This design comes from an exercise in tuning for small area, a short achievable clock period and few clock cycles per item on the open sky130 flow, not from production work. The RTL was checked by simulation tests, not by an equivalence proof against the original design.

==> flow/design.v (excerpt) <==
module mat_mul #
    (
        parameter integer DIM_LOG = 2,
        parameter integer DIM = 2**DIM_LOG,
        parameter integer SIZE = DIM*DIM,
        parameter integer SIZE_LOG = 2*DIM_LOG,
        parameter integer DATA_WIDTH = 32
    )
    (
        input wire  s00_axi_aclk,
        input wire  s00_axi_aresetn,
        output wire  s00_axis_tready,
        input wire [DATA_WIDTH-1 : 0] s00_axis_tdata,
        input wire  s00_axis_tlast,
        input wire  s00_axis_tvalid,
        output wire  m00_axis_tvalid,
        output wire [DATA_WIDTH-1 : 0] m00_axis_tdata,
        output wire [(DATA_WIDTH/8)-1 : 0] m00_axis_tstrb,
        output wire  m00_axis_tlast,
        input wire  m00_axis_tready,
        input wire sel,
        input wire start
    );
Size in the first run: about 7600 cells after synthesis, roughly 78 I/O pins, about 0.11 mm^2 of cells after synthesis.
Settings: LEC_CHECK=0, CAP_MARGIN=20, CORE_MARGIN=2, CORE_UTILIZATION=40, CTS_BUF_LIST=sky130_fd_sc_hd__clkbuf_8, PLACE_DENSITY=0.6, SLEW_MARGIN=20; clock period 10.0 ns.
standard.sh (not shown) runs the stock make flow with config.mk's settings and CLKGATE_MAP_FILE= SYNTH_SCRIPT=/design/flow/synth_recipe.tcl, a recipe that flattens the netlist after the stock synthesis.
==> flow/flow/run.sh <==
#!/bin/bash
# Standard layout (the standard.sh, unchanged synthesis) with timing repair
# aimed below the 10 ns clock: repair_timing works until the setup slack
# reaches SETUP_SLACK_MARGIN, so the layout gets faster than the clock asks.
set -euo pipefail
export SETUP_SLACK_MARGIN=6.3
bash standard.sh > standard_make.log 2>&1
Testbench counts at the start, summed over its fixed seeds: cycles 6,512, jobs 192.
Then changed:
--- a/flow/flow/run.sh
+++ b/flow/flow/run.sh
@@ -5,3 +5,3 @@
 set -euo pipefail
-export SETUP_SLACK_MARGIN=6.3
+export SETUP_SLACK_MARGIN=6
 bash standard.sh > standard_make.log 2>&1
Outcome:
- core utilization fell by 1.2 points
- final cell count is lower by about 1.5%
- design area falls by 2.6%
- area after synthesis does not change
Then changed:
Settings changed: CTS_BUF_LIST sky130_fd_sc_hd__clkbuf_8 to sky130_fd_sc_hd__clkbuf_16, CTS_CLUSTER_DIAMETER from default to 60, CTS_CLUSTER_SIZE from default to 16.
The new run completed with no timing, DRC or antenna violations. Worst hold slack is about the same. Cell area goes down by 0.72%. Die area does not change. Cell count came out lower by 2.9%. Synthesized area stays the same. Sequential cell count is unchanged. Global-route usage went down by 0.12 points. Setup slack got worse by 0.021 ns. First-iteration DRC count rose by 8.6%.
Then changed:
==> flow/run.sh (new file) <==
#!/bin/bash
# synth_recipe.tcl (not shown) runs the flow's synth.tcl, then flattens the netlist and writes it again
# the make line also repeats each setting of config.mk as NAME=value (left out here)
make -C /OpenROAD-flow-scripts/flow DESIGN_CONFIG=/design/flow/config.mk WORK_HOME=/design/flow/orfs CLKGATE_MAP_FILE= SYNTH_SCRIPT=/design/flow/synth_recipe.tcl finish
Settings changed: CTS_BUF_LIST sky130_fd_sc_hd__clkbuf_16 to sky130_fd_sc_hd__clkbuf_8, CTS_CLUSTER_DIAMETER 60 to default, CTS_CLUSTER_SIZE 16 to default, SETUP_SLACK_MARGIN from default to 5.
removed: flow/flow/run.sh
removed: flow/standard.sh
Outcome: The changed run went through all stages and came out clean. Setup slack degrades by 0.68 ns. Area after synthesis stays the same. Die area stays the same. Sequential share of layout area rose by 0.84 points. Cell area fell slightly.

* * *

mat_mul, a different RTL version from the one above (not shown whole).
For scale: ~7,700 cells after synthesis, ~78 I/O pins, about 120,000 um^2 of cells after synthesis.
Settings: LEC_CHECK=0, CAP_MARGIN=20, CORE_MARGIN=2, CORE_UTILIZATION=50, CTS_BUF_LIST=sky130_fd_sc_hd__clkbuf_16, CTS_CLUSTER_DIAMETER=70, CTS_CLUSTER_SIZE=22, PLACE_DENSITY=0.65, SLEW_MARGIN=20; clock period 10.0 ns.
==> flow/flow/run.sh <==
#!/bin/bash
# Standard layout (the standard.sh, unchanged synthesis) with timing repair
# aimed below the 10 ns clock: repair_timing works until the setup slack
# reaches SETUP_SLACK_MARGIN, so the layout gets faster than the clock asks.
set -euo pipefail
export SETUP_SLACK_MARGIN=6.3
bash standard.sh > standard_make.log 2>&1
Testbench counts at the start, summed over its fixed seeds: cycles 6,512, jobs 192.
Next try:
- CORE_UTILIZATION: 50 -> 40
- PLACE_DENSITY: 0.65 -> 0.6
Effect: The changed run finished with timing, DRC and antenna clean; setup slack loses 0.033 ns; clock skew increases by 0.050 ns; wire length increases by about 3%; sequential share of layout area decreases by 0.67 points; via count barely changes; final cell count increases by 7.1%.
Next try:
--- a/flow/flow/run.sh
+++ b/flow/flow/run.sh
@@ -6 +6 @@
-export SETUP_SLACK_MARGIN=6.3
+export SETUP_SLACK_MARGIN=6.5
- CORE_UTILIZATION: 40 -> 55
- PLACE_DENSITY: 0.6 -> 0.7
Outcome: The changed run passed the timing, design-rule and antenna checks; routed wire length goes up by 1.0%; cell area hardly moves; register-to-register slack improved by 0.07 ns; die area came out lower by about 27%; count of clock-buffer cells in the layout falls by 13; maximum frequency increases by 2.5%.
Next try:
--- a/flow/flow/run.sh
+++ b/flow/flow/run.sh
@@ -6 +6 @@
-export SETUP_SLACK_MARGIN=6.5
+export SETUP_SLACK_MARGIN=6.4
- CORE_UTILIZATION: 55 -> 40
- PLACE_DENSITY: 0.7 -> 0.6
Design area came out higher by 0.49%.
Die area is higher by 37%.
Final cell count rises by 8.9%.
Global-route usage falls by 8.2 points.
Clock-buffer cell count rises by 14.
Utilization goes down by 16 points.
First-iteration DRC count falls by 13%.
Synthesized cell count stays the same.
Hold slack gets better by 0.0031 ns.
Next try:
--- a/flow/flow/run.sh
+++ b/flow/flow/run.sh
@@ -6 +6 @@
-export SETUP_SLACK_MARGIN=6.4
+export SETUP_SLACK_MARGIN=6.6
- CORE_UTILIZATION: 40 -> 50
- PLACE_DENSITY: 0.6 -> 0.65
Outcome: Sequential share of layout area decreases by 0.43 points; die area decreases by 20%; non-clock buffer count increases by 98; via count increases by 1.6%.
Next try:
--- a/flow/flow/run.sh
+++ b/flow/flow/run.sh
@@ -6 +6 @@
-export SETUP_SLACK_MARGIN=6.6
+export SETUP_SLACK_MARGIN=6.3
- CORE_UTILIZATION: 50 -> 40
- CTS_CLUSTER_DIAMETER: 70 -> 60
- CTS_CLUSTER_SIZE: 22 -> 16
- PLACE_DENSITY: 0.65 -> 0.6
=> Final cell count rose by about 6%; setup slack degrades by 0.15 ns; critical path depth decreases by 7; sequential share of layout area grows by 0.35 points; final area shrinks by about 0.7%.

* * *

Starting RTL as in the previous note.
## mat_mul
module mat_mul #
    (
        parameter integer DIM_LOG = 2,
        parameter integer DIM = 2**DIM_LOG,
        parameter integer SIZE = DIM*DIM,
        parameter integer SIZE_LOG = 2*DIM_LOG,
        parameter integer DATA_WIDTH = 32
    )
    (
        input wire  s00_axi_aclk,
        input wire  s00_axi_aresetn,
        output wire  s00_axis_tready,
        input wire [DATA_WIDTH-1 : 0] s00_axis_tdata,
        input wire  s00_axis_tlast,
        input wire  s00_axis_tvalid,
        output wire  m00_axis_tvalid,
        output wire [DATA_WIDTH-1 : 0] m00_axis_tdata,
        output wire [(DATA_WIDTH/8)-1 : 0] m00_axis_tstrb,
        output wire  m00_axis_tlast,
        input wire  m00_axis_tready,
        input wire sel,
        input wire start
    );
clock: 10.0 ns
lec_check: 0
cap_margin: 20
core_margin: 2
core_utilization: 50
cts_buf_list: sky130_fd_sc_hd__clkbuf_16
cts_cluster_diameter: 70
cts_cluster_size: 22
place_density: 0.65
slew_margin: 20
==> flow/flow/run.sh <==
#!/bin/bash
# Standard layout (the standard.sh, unchanged synthesis) with timing repair
# aimed below the 10 ns clock: repair_timing works until the setup slack
# reaches SETUP_SLACK_MARGIN, so the layout gets faster than the clock asks.
set -euo pipefail
export SETUP_SLACK_MARGIN=6.5
bash standard.sh > standard_make.log 2>&1
The starting point produced a clean layout.
Testbench counts at the start, summed over its fixed seeds: cycles 6,512, jobs 192.
Rerun with:
--- a/flow/flow/run.sh
+++ b/flow/flow/run.sh
@@ -4,4 +4,4 @@
 # reaches SETUP_SLACK_MARGIN, so the layout gets faster than the clock asks.
 set -euo pipefail
-export SETUP_SLACK_MARGIN=6.5
+export SETUP_SLACK_MARGIN=6.6
 bash standard.sh > standard_make.log 2>&1
Settings changed: CORE_UTILIZATION 50 to 40, CTS_BUF_LIST sky130_fd_sc_hd__clkbuf_16 to sky130_fd_sc_hd__clkbuf_8, CTS_CLUSTER_DIAMETER 70 to not set, CTS_CLUSTER_SIZE 22 to not set, PLACE_DENSITY 0.65 to 0.6.
- The new run completed with no timing, DRC or antenna violations
- design area goes up by 3.3%
- count of clock-buffer cells in the layout came out higher by 235
- final cell count goes up by 11%
- setup slack loses 0.30 ns
- utilization shrinks by 9.8 points
Rerun with:
--- a/flow/flow/run.sh
+++ b/flow/flow/run.sh
@@ -4,4 +4,4 @@
 # reaches SETUP_SLACK_MARGIN, so the layout gets faster than the clock asks.
 set -euo pipefail
-export SETUP_SLACK_MARGIN=6.6
+export SETUP_SLACK_MARGIN=6.3
 bash standard.sh > standard_make.log 2>&1
=> Worst hold slack got worse by 0.035 ns. Sequential cell count does not change. Die area stays the same. Wire length fell by a few percent. Design area goes down by a few percent. Global-route usage drops by 0.79 points. Core utilization came out lower by 1.1 points.

* * *

the previous run:
mat_mul, a different RTL version from the one above (not shown whole).
For scale: roughly 7500 cells after synthesis, about 2000 flip-flops, about 78 I/O pins.
Settings: LEC_CHECK=0, CAP_MARGIN=20, CORE_MARGIN=2, CORE_UTILIZATION=40, CTS_BUF_LIST=sky130_fd_sc_hd__clkbuf_8, PLACE_DENSITY=0.6, SETUP_SLACK_MARGIN=5, SLEW_MARGIN=20; clock period 10.0 ns.
run.sh (not shown) runs the stock make flow with config.mk's settings and CLKGATE_MAP_FILE= SYNTH_SCRIPT=/design/flow/synth_recipe.tcl, a recipe that flattens the netlist after the stock synthesis.
Stock flow here: none of the scripts above is used.
Testbench counts of the previous run, summed over its fixed seeds: cycles 6,504, jobs 192.
Setup changes, the previous run to the current run
- CTS_BUF_LIST removed (was sky130_fd_sc_hd__clkbuf_8)
--- outcome ---
The current run reports a lower critical path depth than the previous run does.
[diff] post-route worst hold slack, the current run relative to the previous run: regression
The current run -> the previous run: met1 wire length flat
Filler-free cell count of the finished design: higher on the previous run

## what the ideal ports hide
The results above use ideal ports. As a check the final layouts listed here were re-extracted and re-timed, cells and wires unchanged. Step 1 (the two cells are an assumption about what drives the block):
set clk [get_ports {s00_axi_aclk}]
set_driving_cell -lib_cell sky130_fd_sc_hd__clkbuf_16 $clk
set_driving_cell -lib_cell sky130_fd_sc_hd__buf_2 [delete_from_list [all_inputs] $clk]
Step 2 also shifts input and output timing later by t, the mid clock arrival at the registers, as if the neighbouring blocks saw the same clock. Three values: no drivers, after step 1, after step 2; two values: the first two.
run	t, ns	setup slack, ns	latest minus earliest clock arrival (ns)	slew at the worst register clock pin (ns)
the first run of note 1	1.089	6.049 / 6.049 / 5.524	0.088 / 0.088	0.07 / 0.07
the second run of note 1	1.123	6.014 / 6.014 / 5.302	0.113 / 0.114	0.07 / 0.07
the third run of note 1	0.935	5.993 / 5.993 / 5.549	0.090 / 0.091	0.08 / 0.08
the fourth run of note 1	1.085	5.316 / 5.316 / 5.316	0.093 / 0.093	0.07 / 0.07
the first run of note 2	0.938	6.324 / 6.282 / 6.001	0.054 / 0.054	0.10 / 0.10
the second run of note 2	0.930	6.291 / 6.202 / 5.947	0.102 / 0.102	0.09 / 0.09
the third run of note 2	0.935	6.382 / 6.286 / 5.890	0.051 / 0.051	0.09 / 0.09
the fourth run of note 2	0.930	6.385 / 6.279 / 5.910	0.081 / 0.082	0.09 / 0.09
the fifth run of note 2	0.921	6.501 / 6.496 / 6.087	0.048 / 0.048	0.09 / 0.09
the sixth run of note 2	0.952	6.354 / 6.263 / 5.966	0.112 / 0.113	0.08 / 0.08
the first run of note 3	0.905	6.392 / 6.301 / 6.003	0.067 / 0.068	0.09 / 0.09
the second run of note 3	1.111	6.097 / 6.008 / 6.010	0.151 / 0.151	0.07 / 0.07
the third run of note 3	1.114	6.186 / 6.101 / 5.937	0.135 / 0.135	0.07 / 0.07
the previous run	1.079	5.062 / 5.062 / 5.062	0.158 / 0.158	0.07 / 0.07
the current run	0.934	5.053 / 5.053 / 5.053	0.116 / 0.116	0.07 / 0.07
After both steps every run listed still meets setup and hold. For the second run of note 1, which loses most, drivers alone change the setup slack by 0.000 ns; drivers and shift together by -0.712 ns.
